Context: an optimization exercise on an open-source flow, tuned for small area and a short achievable clock period. The choices shown serve that exercise and are no tape-out recipe. In this exercise RTL edits were held to simulation tests only and were not proved equivalent to the original.

`design/flow/config.mk`:
```
export PLATFORM = sky130hd
export DESIGN_NAME = fsm_multiplier
export DESIGN_NICKNAME = fsm_multiplier
export VERILOG_FILES = /design/flow/design.v
export SDC_FILE = /design/flow/constraint.sdc
export NUM_CORES = 4
export LEC_CHECK = 0
export CAP_MARGIN = 20
export CORE_MARGIN = 2
export CORE_UTILIZATION = 40
export SLEW_MARGIN = 20
export SYNTH_HIERARCHICAL = 1
```
`design/flow/constraint.sdc`:
```
create_clock -name core_clock -period 22.0 [get_ports {clk}]
set_input_delay 4.4000 -clock core_clock [delete_from_list [all_inputs] [get_ports {clk}]]
set_output_delay 4.4000 -clock core_clock [all_outputs]
set_load 0.01 [all_outputs]
```
`design/flow/design.v`:
```
module dd_add3 (
    input  logic [3:0] i,
    output logic [3:0] o
);
    assign o[3] = i[3] | (i[2] & i[0]) | (i[2] & i[1]);
    assign o[2] = (i[3] & i[0]) | (i[2] & ~i[1] & ~i[0]);
    assign o[1] = (i[3] & ~i[0]) | (~i[2] & i[1]) | (i[1] & i[0]);
    assign o[0] = (i[3] & ~i[0]) | (~i[3] & ~i[2] & i[0]) | (i[2] & i[1] & ~i[0]);
endmodule
module double_dabble #(
    parameter int NB = 16,
    parameter int ND = 4
) (
    input  logic [NB-1:0]   bin,
    output logic [4*ND-1:0] bcd
);
    logic [4*ND-1:0] st [0:NB];
    assign st[0] = '0;
    genvar s, d;
    generate
        for (s = 0; s < NB; s = s + 1) begin : g_s
            logic [4*ND-1:0] adj;
            for (d = 0; d < ND; d = d + 1) begin : g_d
                if (s >= 3 + 3 * d) begin : g_a
                    dd_add3 u (.i(st[s][4*d +: 4]), .o(adj[4*d +: 4]));
                end else begin : g_n
                    assign adj[4*d +: 4] = st[s][4*d +: 4];
                end
            end
            assign st[s+1] = {adj[4*ND-2:0], bin[NB-1-s]};
        end
    endgenerate
    assign bcd = st[NB];
endmodule
module mul16 (
    input  logic [9:0]  a,
    input  logic [9:0]  b,
    output logic [15:0] p
);
    logic [9:0] pp [0:9];
    genvar gi, gj;
    generate for (gi = 0; gi < 10; gi = gi + 1) begin : g_pp
        for (gj = 0; gj < 10; gj = gj + 1) begin : g_ppj
            assign pp[gi][gj] = a[gi] & b[gj];
        end
    end endgenerate
    wire n1, n2;
    ha_cell u_n1 (.a(pp[0][9]), .b(pp[1][8]), .s(n1), .co(n2));
    wire n3, n4;
    ha_cell u_n3 (.a(pp[1][9]), .b(pp[2][8]), .s(n3), .co(n4));
    wire n5, n6;
    ha_cell u_n5 (.a(pp[0][6]), .b(pp[1][5]), .s(n5), .co(n6));
    wire n7, n8;
    fa_cell u_n7 (.a(pp[0][7]), .b(pp[1][6]), .c(pp[2][5]), .s(n7), .co(n8));
    wire n9, n10;
    ha_cell u_n9 (.a(pp[3][4]), .b(pp[4][3]), .s(n9), .co(n10));
    wire n11, n12;
    fa_cell u_n11 (.a(pp[0][8]), .b(pp[1][7]), .c(pp[2][6]), .s(n11), .co(n12));
    wire n13, n14;
    fa_cell u_n13 (.a(pp[3][5]), .b(pp[4][4]), .c(pp[5][3]), .s(n13), .co(n14));
    wire n15, n16;
    ha_cell u_n15 (.a(pp[6][2]), .b(pp[7][1]), .s(n15), .co(n16));
    wire n17, n18;
    fa_cell u_n17 (.a(n1), .b(pp[2][7]), .c(pp[3][6]), .s(n17), .co(n18));
    wire n19, n20;
    fa_cell u_n19 (.a(pp[4][5]), .b(pp[5][4]), .c(pp[6][3]), .s(n19), .co(n20));
    wire n21, n22;
    fa_cell u_n21 (.a(pp[7][2]), .b(pp[8][1]), .c(pp[9][0]), .s(n21), .co(n22));
    wire n23, n24;
    fa_cell u_n23 (.a(n3), .b(pp[3][7]), .c(pp[4][6]), .s(n23), .co(n24));
    wire n25, n26;
    fa_cell u_n25 (.a(pp[5][5]), .b(pp[6][4]), .c(pp[7][3]), .s(n25), .co(n26));
    wire n27, n28;
    fa_cell u_n27 (.a(pp[8][2]), .b(pp[9][1]), .c(n2), .s(n27), .co(n28));
    wire n29, n30;
    fa_cell u_n29 (.a(pp[2][9]), .b(pp[3][8]), .c(pp[4][7]), .s(n29), .co(n30));
    wire n31, n32;
    fa_cell u_n31 (.a(pp[5][6]), .b(pp[6][5]), .c(pp[7][4]), .s(n31), .co(n32));
    wire n33, n34;
    fa_cell u_n33 (.a(pp[8][3]), .b(pp[9][2]), .c(n4), .s(n33), .co(n34));
    wire n35, n36;
    fa_cell u_n35 (.a(pp[3][9]), .b(pp[4][8]), .c(pp[5][7]), .s(n35), .co(n36));
    wire n37, n38;
    fa_cell u_n37 (.a(pp[6][6]), .b(pp[7][5]), .c(pp[8][4]), .s(n37), .co(n38));
    wire n39, n40;
    fa_cell u_n39 (.a(pp[4][9]), .b(pp[5][8]), .c(pp[6][7]), .s(n39), .co(n40));
    wire n41, n42;
    ha_cell u_n41 (.a(pp[0][4]), .b(pp[1][3]), .s(n41), .co(n42));
    wire n43, n44;
    fa_cell u_n43 (.a(pp[0][5]), .b(pp[1][4]), .c(pp[2][3]), .s(n43), .co(n44));
    wire n45, n46;
    ha_cell u_n45 (.a(pp[3][2]), .b(pp[4][1]), .s(n45), .co(n46));
    wire n47, n48;
    fa_cell u_n47 (.a(n5), .b(pp[2][4]), .c(pp[3][3]), .s(n47), .co(n48));
    wire n49, n50;
    fa_cell u_n49 (.a(pp[4][2]), .b(pp[5][1]), .c(pp[6][0]), .s(n49), .co(n50));
    wire n51, n52;
    fa_cell u_n51 (.a(n7), .b(n9), .c(pp[5][2]), .s(n51), .co(n52));
    wire n53, n54;
    fa_cell u_n53 (.a(pp[6][1]), .b(pp[7][0]), .c(n6), .s(n53), .co(n54));
    wire n55, n56;
    fa_cell u_n55 (.a(n11), .b(n13), .c(n15), .s(n55), .co(n56));
    wire n57, n58;
    fa_cell u_n57 (.a(pp[8][0]), .b(n8), .c(n10), .s(n57), .co(n58));
    wire n59, n60;
    fa_cell u_n59 (.a(n17), .b(n19), .c(n21), .s(n59), .co(n60));
    wire n61, n62;
    fa_cell u_n61 (.a(n12), .b(n14), .c(n16), .s(n61), .co(n62));
    wire n63, n64;
    fa_cell u_n63 (.a(n23), .b(n25), .c(n27), .s(n63), .co(n64));
    wire n65, n66;
    fa_cell u_n65 (.a(n18), .b(n20), .c(n22), .s(n65), .co(n66));
    wire n67, n68;
    fa_cell u_n67 (.a(n29), .b(n31), .c(n33), .s(n67), .co(n68));
    wire n69, n70;
    fa_cell u_n69 (.a(n24), .b(n26), .c(n28), .s(n69), .co(n70));
    wire n71, n72;
    fa_cell u_n71 (.a(n35), .b(n37), .c(pp[9][3]), .s(n71), .co(n72));
    wire n73, n74;
    fa_cell u_n73 (.a(n30), .b(n32), .c(n34), .s(n73), .co(n74));
    wire n75, n76;
    fa_cell u_n75 (.a(n39), .b(pp[7][6]), .c(pp[8][5]), .s(n75), .co(n76));
    wire n77, n78;
    fa_cell u_n77 (.a(pp[9][4]), .b(n36), .c(n38), .s(n77), .co(n78));
    wire n79, n80;
    fa_cell u_n79 (.a(pp[5][9]), .b(pp[6][8]), .c(pp[7][7]), .s(n79), .co(n80));
    wire n81, n82;
    fa_cell u_n81 (.a(pp[8][6]), .b(pp[9][5]), .c(n40), .s(n81), .co(n82));
    wire n83 = pp[6][9] ^ pp[7][8] ^ pp[8][7];
    wire n84, n85;
    ha_cell u_n84 (.a(pp[0][3]), .b(pp[1][2]), .s(n84), .co(n85));
    wire n86, n87;
    fa_cell u_n86 (.a(n41), .b(pp[2][2]), .c(pp[3][1]), .s(n86), .co(n87));
    wire n88, n89;
    fa_cell u_n88 (.a(n43), .b(n45), .c(pp[5][0]), .s(n88), .co(n89));
    wire n90, n91;
    fa_cell u_n90 (.a(n47), .b(n49), .c(n44), .s(n90), .co(n91));
    wire n92, n93;
    fa_cell u_n92 (.a(n51), .b(n53), .c(n48), .s(n92), .co(n93));
    wire n94, n95;
    fa_cell u_n94 (.a(n55), .b(n57), .c(n52), .s(n94), .co(n95));
    wire n96, n97;
    fa_cell u_n96 (.a(n59), .b(n61), .c(n56), .s(n96), .co(n97));
    wire n98, n99;
    fa_cell u_n98 (.a(n63), .b(n65), .c(n60), .s(n98), .co(n99));
    wire n100, n101;
    fa_cell u_n100 (.a(n67), .b(n69), .c(n64), .s(n100), .co(n101));
    wire n102, n103;
    fa_cell u_n102 (.a(n71), .b(n73), .c(n68), .s(n102), .co(n103));
    wire n104, n105;
    fa_cell u_n104 (.a(n75), .b(n77), .c(n72), .s(n104), .co(n105));
    wire n106, n107;
    fa_cell u_n106 (.a(n79), .b(n81), .c(n76), .s(n106), .co(n107));
    wire n108 = n83 ^ pp[9][6] ^ n80;
    wire n109, n110;
    ha_cell u_n109 (.a(pp[0][2]), .b(pp[1][1]), .s(n109), .co(n110));
    wire n111, n112;
    fa_cell u_n111 (.a(n84), .b(pp[2][1]), .c(pp[3][0]), .s(n111), .co(n112));
    wire n113, n114;
    fa_cell u_n113 (.a(n86), .b(pp[4][0]), .c(n85), .s(n113), .co(n114));
    wire n115, n116;
    fa_cell u_n115 (.a(n88), .b(n42), .c(n87), .s(n115), .co(n116));
    wire n117, n118;
    fa_cell u_n117 (.a(n90), .b(n46), .c(n89), .s(n117), .co(n118));
    wire n119, n120;
    fa_cell u_n119 (.a(n92), .b(n50), .c(n91), .s(n119), .co(n120));
    wire n121, n122;
    fa_cell u_n121 (.a(n94), .b(n54), .c(n93), .s(n121), .co(n122));
    wire n123, n124;
    fa_cell u_n123 (.a(n96), .b(n58), .c(n95), .s(n123), .co(n124));
    wire n125, n126;
    fa_cell u_n125 (.a(n98), .b(n62), .c(n97), .s(n125), .co(n126));
    wire n127, n128;
    fa_cell u_n127 (.a(n100), .b(n66), .c(n99), .s(n127), .co(n128));
    wire n129, n130;
    fa_cell u_n129 (.a(n102), .b(n70), .c(n101), .s(n129), .co(n130));
    wire n131, n132;
    fa_cell u_n131 (.a(n104), .b(n74), .c(n103), .s(n131), .co(n132));
    wire n133, n134;
    fa_cell u_n133 (.a(n106), .b(n78), .c(n105), .s(n133), .co(n134));
    wire n135 = n108 ^ n82 ^ n107;
    wire [15:0] ra = {n135, n133, n131, n129, n127, n125, n123, n121, n119, n117, n115, n113, n111, n109, pp[0][1], pp[0][0]};
    wire [15:0] rb = {n134, n132, n130, n128, n126, n124, n122, n120, n118, n116, n114, n112, n110, pp[2][0], pp[1][0], 1'b0};
    wire [16:0] c;
    assign c[0] = 1'b0;
    genvar k;
    generate for (k = 0; k < 16; k = k + 1) begin : g_rc
        fa_cell u_fa (.a(ra[k]), .b(rb[k]), .c(c[k]), .s(p[k]), .co(c[k+1]));
    end endgenerate
endmodule
module fa_cell (input logic a, input logic b, input logic c, output logic s, output logic co);
    assign s = a ^ b ^ c;
    assign co = (a & b) | (a & c) | (b & c);
endmodule
module ha_cell (input logic a, input logic b, output logic s, output logic co);
    assign s = a ^ b;
    assign co = a & b;
endmodule
module seven_seg_display_driver (
    input  wire [3:0] digit,
    output wire [6:0] segments
);
    wire A = digit[3], B = digit[2], C = digit[1], D = digit[0];
    assign segments[0] = ~(A | C | (B & D) | (~B & ~D));              
    assign segments[1] = ~(~B | (~C & ~D) | (C & D));                 
    assign segments[2] = ~(B | ~C | D);                               
    assign segments[3] = ~(A | (~B & ~D) | (~B & C) | (C & ~D) | (B & ~C & D));  
    assign segments[4] = ~((~B & ~D) | (C & ~D));                     
    assign segments[5] = ~(A | (~C & ~D) | (B & ~C) | (B & ~D));      
    assign segments[6] = ~(A | (B & ~C) | (~B & C) | (C & ~D));       
endmodule
module fsm_multiplier (
    input wire clk,
    input wire k0,
    input wire k1,
    input wire [9:0] switches,
    output wire [6:0] disp0,
    output wire [6:0] disp1,
    output wire [6:0] disp2,
    output wire [6:0] disp3,
    output reg [9:0] leds
);
    localparam logic [1:0] IDLE = 2'd0, FIRST_NUM = 2'd1, NEXT_NUM = 2'd2, ERROR = 2'd3;
    logic [1:0] pr_state;
    logic prev_k0, prev_k1, k0pressed, k1pressed;
    logic [15:0] num;
    wire is_idle  = (pr_state == IDLE);
    wire is_first = (pr_state == FIRST_NUM);
    wire is_next  = (pr_state == NEXT_NUM);
    wire is_err   = (pr_state == ERROR);
    wire [15:0] prod;
    mul16 u_mul (.a(num[9:0]), .b(switches), .p(prod));
    always_ff @(posedge clk) begin
        k0pressed <= prev_k0 & ~k0;
        k1pressed <= prev_k1 & ~k1;
        prev_k0 <= k0;
        prev_k1 <= k1;
        if (k1pressed)                         pr_state <= IDLE;
        else if (is_idle & k0pressed)          pr_state <= FIRST_NUM;
        else if (is_first & k0pressed)         pr_state <= NEXT_NUM;
        else if (is_next & (num > 16'd9999))   pr_state <= ERROR;
        if (is_idle & k0pressed)       num <= {6'd0, switches};
        else if (is_first & k0pressed) num <= prod;
    end
    always_comb begin
        leds = 10'b0;
        case (pr_state)
            IDLE:      leds[0] = 1'b1;
            FIRST_NUM: leds[1] = 1'b1;
            NEXT_NUM:  leds[2] = 1'b1;
            default:   leds = 10'b1111111111;
        endcase
    end
    wire [15:0] bcd_sw, bcd_pr;
    double_dabble #(.NB(10), .ND(4)) dd_sw (.bin(switches), .bcd(bcd_sw));
    double_dabble #(.NB(16), .ND(4)) dd_pr (.bin(num), .bcd(bcd_pr));
    wire [15:0] dig = is_err ? 16'd0 : (is_next ? bcd_pr : bcd_sw);
    seven_seg_display_driver hex0 (.digit(dig[3:0]),   .segments(disp0));
    seven_seg_display_driver hex1 (.digit(dig[7:4]),   .segments(disp1));
    seven_seg_display_driver hex2 (.digit(dig[11:8]),  .segments(disp2));
    seven_seg_display_driver hex3 (.digit(dig[15:12]), .segments(disp3));
endmodule
```
`design/flow/run.sh`:
```
#!/bin/bash
# synth_recipe.tcl (not shown) runs the flow's synth.tcl, then flattens the netlist and writes it again
# the make line also repeats each setting of config.mk as NAME=value (left out here)
make -C /OpenROAD-flow-scripts/flow DESIGN_CONFIG=/design/flow/config.mk WORK_HOME=/design/flow/orfs CLKGATE_MAP_FILE= SYNTH_SCRIPT=/design/flow/synth_recipe.tcl finish
```
==> flow_metrics.tcl <==
set metrics [dict create \
    cpMostUsedCell "a21oi_1" \
    dieArea_um2 17400 \
    worstPathMaxFanout 15 \
    worstSkewPairLatency_ns 0.26 \
    cts.htree.levels 1 \
    hold_viol_final 0 \
    antenna_found_initial 0 \
    gr-total-overflow 0 \
    relSlewSlack_pct 28.8 \
    cts_buffers 3 \
    cp-end-kind "primary output" \
    r2r_cells 17 \
    grt_use_total_pct 16.7 \
    cts_tree "yes" \
    diodes 0 \
    cts_sinks 22 \
    rsz0062_at_grt "no" \
    slew_violations 0 \
    arrival_ns 9.48 \
    place_area_um2 7230 \
    cts_root_buf "clkbuf_16" \
    initial_core_util_pct 41.0 \
    syn_area_um2 6530 \
    cts_resized 0 \
    finalWeightedCongestion 0.779 \
    cts_setup_buffers 0 \
    crit_required_ns 17.60 \
    finalSetupViolCount 0 \
    wl_per_cell_um 12.7 \
    antenna_left 0 \
    fin_worst_skew_ns 0.0122 \
    vias 5573 \
    fin_nets 984 \
    multi_input_area_um2 5720 \
    drt-pass1-iter-count 5 \
    syn_to_final_growth_pct 11.9 \
    finalCritPeriodShare_pct 63.1 \
    cpMaxStageDelayCell "clkdlybuf4s50_1" \
    hold_buffers 0 \
    clk_pin_slew_worst_paths_ns 0.05 \
    clockBufferDepth 2 \
    hpwl_um 11000 \
    min-delay-path-class "flip-flop to flip-flop" \
    drt_iter0_drc 239 \
    n_fill_cell 1602 \
    rows 46 \
    die_h_um 132 \
    crit_chain "clkdlybuf4s50_1 > nand2b_1 > o21ai_0 > a21oi_1 > a21oi_1 > a21oi_1 > a21oi_1 > a21oi_1 > a21oi_1 > a21oi_1 > a21oi_1 > a21oi_1 > a21oi_1 > o21ai_0 > nand2b_1 > mux2i_1 > nor2_1 > or4b_1 > o21ai_1 > clkdlybuf4s50_1" \
    seqCellArea_um2 541 \
    io_buffers 50 \
    worst_slew_pin_slew_ns 1.07 \
    yosys_warnings 16 \
    cp-start-kind "primary input" \
    hold_depth 1 \
    grt_max_degree 24 \
    drive_gt1_share_pct 3.39 \
    tns_ns 0 \
    grt_pass1_vias 5362 \
    period_minus_slack_ns 13.88 \
    crit_family "compound AO/OA/AOI/OAI gates" \
    synthCells 818 \
    drv_cap 0 \
    fin_area_um2 7310 \
    drc 0 \
    routed_via_density 5.07 \
    synth_area_per_cell_um2 7.98 \
    ioPinCount 51 \
    drt_wl_total_um 14000 \
    max_clock_freq_ghz 0.0720 \
    cpPeakStageDelay_ns 0.64 \
    cp_num_buf_inv 2 \
    die_x_um 132 \
    worst-path-stages 20 \
    core_area_um2 15900 \
    crit_type "primary input to primary output" \
    status "timing/DRC/antenna clean" \
    grt_pass1_wl_um 24800 \
]
worst reg2reg max path: stages, from the launching register on:
cell,delay [ns]
edfxtp_1,0.63
and2_1,0.28
ha_1,0.30
fa_1,0.51
fa_1,0.52
fa_1,0.45
fa_1,0.40
fa_1,0.39
fa_1,0.39
fa_1,0.41
fa_1,0.43
fa_1,0.43
fa_1,0.40
fa_1,0.39
fa_1,0.39
fa_1,0.39
fa_1,0.49
a22o_1,0.21
stage by stage:
stage	hold WS [ns]	utilization [%]	std cells	setup slack (ns)
after floorplan	0.414	-	854	10.07
after global placement	0.428	45.4	1096	8.22
after detailed placement	0.431	45.4	1096	8.13
after CTS	0.444	45.8	1100	8.13
after global routing	0.460	45.8	1100	7.44
final	0.436	45.8	1100	8.12
sequential cells by signal, indices dropped and copies added (netlist names):
register and flops:
pr_state 2, prev_k1 1, num 16, prev_k0 1, k0pressed 1, k1pressed 1
path summary, 6_finish.rpt:
check / from / end / slack, ns
setup / recovery: switches[7] / disp1[3] / 8.12
hold / removal: prev_k1 / k1pressed / 0.44
setup reg to reg: num[1] / num[15] / 14.49
hold reg to reg: prev_k1 / k1pressed / 0.44
routing by layer:
metal	global-route usage, %	part of all wire [%]
met1	23.4	51
met2	29.0	47
met3	0.807	1.6
met4	2.60	0.81
met5	0	0
layout make-up:
class                   count  area share [%]
repair buffers             50            6.85
clock buffers               3            1.03
well taps                 216            3.70
multi-input cells         754            78.2
clock inverters             1          0.0514
inverters                  54            2.77
flip-flops and latches     22            7.39
placed cells by master (no fill, tap or decap), types with 2 or more instances in the layout:
cell,count
a21oi_1,98
nand2b_1,89
o21ai_0,89
and2_1,85
fa_1,73
nand2_1,55
inv_1,54
a22o_1,52
clkdlybuf4s50_1,50
o21a_1,46
conb_1,39
nor2_1,20
mux2i_1,16
ha_1,13
dfxtp_1,12
edfxtp_1,10
and2_2,9
mux2_4,8
nor3_1,8
nor2b_1,7
xnor2_1,6
o21ai_1,5
xor2_1,5
or2b_1,4
or4b_1,4
a21o_2,4
o21bai_1,4
a211oi_1,4
clkbuf_16,3
mux2_2,2

[afterwards: timing with drivers on the ports]
No port has a modelled driver above. Below, the same layout with a new extraction and two added sets of constraints. Step 1 (the two cells are an assumption about what drives the block):
set clk [get_ports {clk}]
set_driving_cell -lib_cell sky130_fd_sc_hd__clkbuf_16 $clk
set_driving_cell -lib_cell sky130_fd_sc_hd__buf_2 [delete_from_list [all_inputs] $clk]
Step 2 also shifts input and output timing later by t, the mid clock arrival at the registers, as if the neighbouring blocks saw the same clock. a / b / c = ideal / step 1 / step 2; a / b = the first two.
t, ns: 0.284
slack for setup (ns): 8.115 / 8.094 / 8.094
worst register clock-pin slew, ns: 0.06 / 0.06
After both steps setup and hold are still met in this run. The setup slack of this run moves by -0.021 ns with the drivers and by -0.021 ns with both steps.
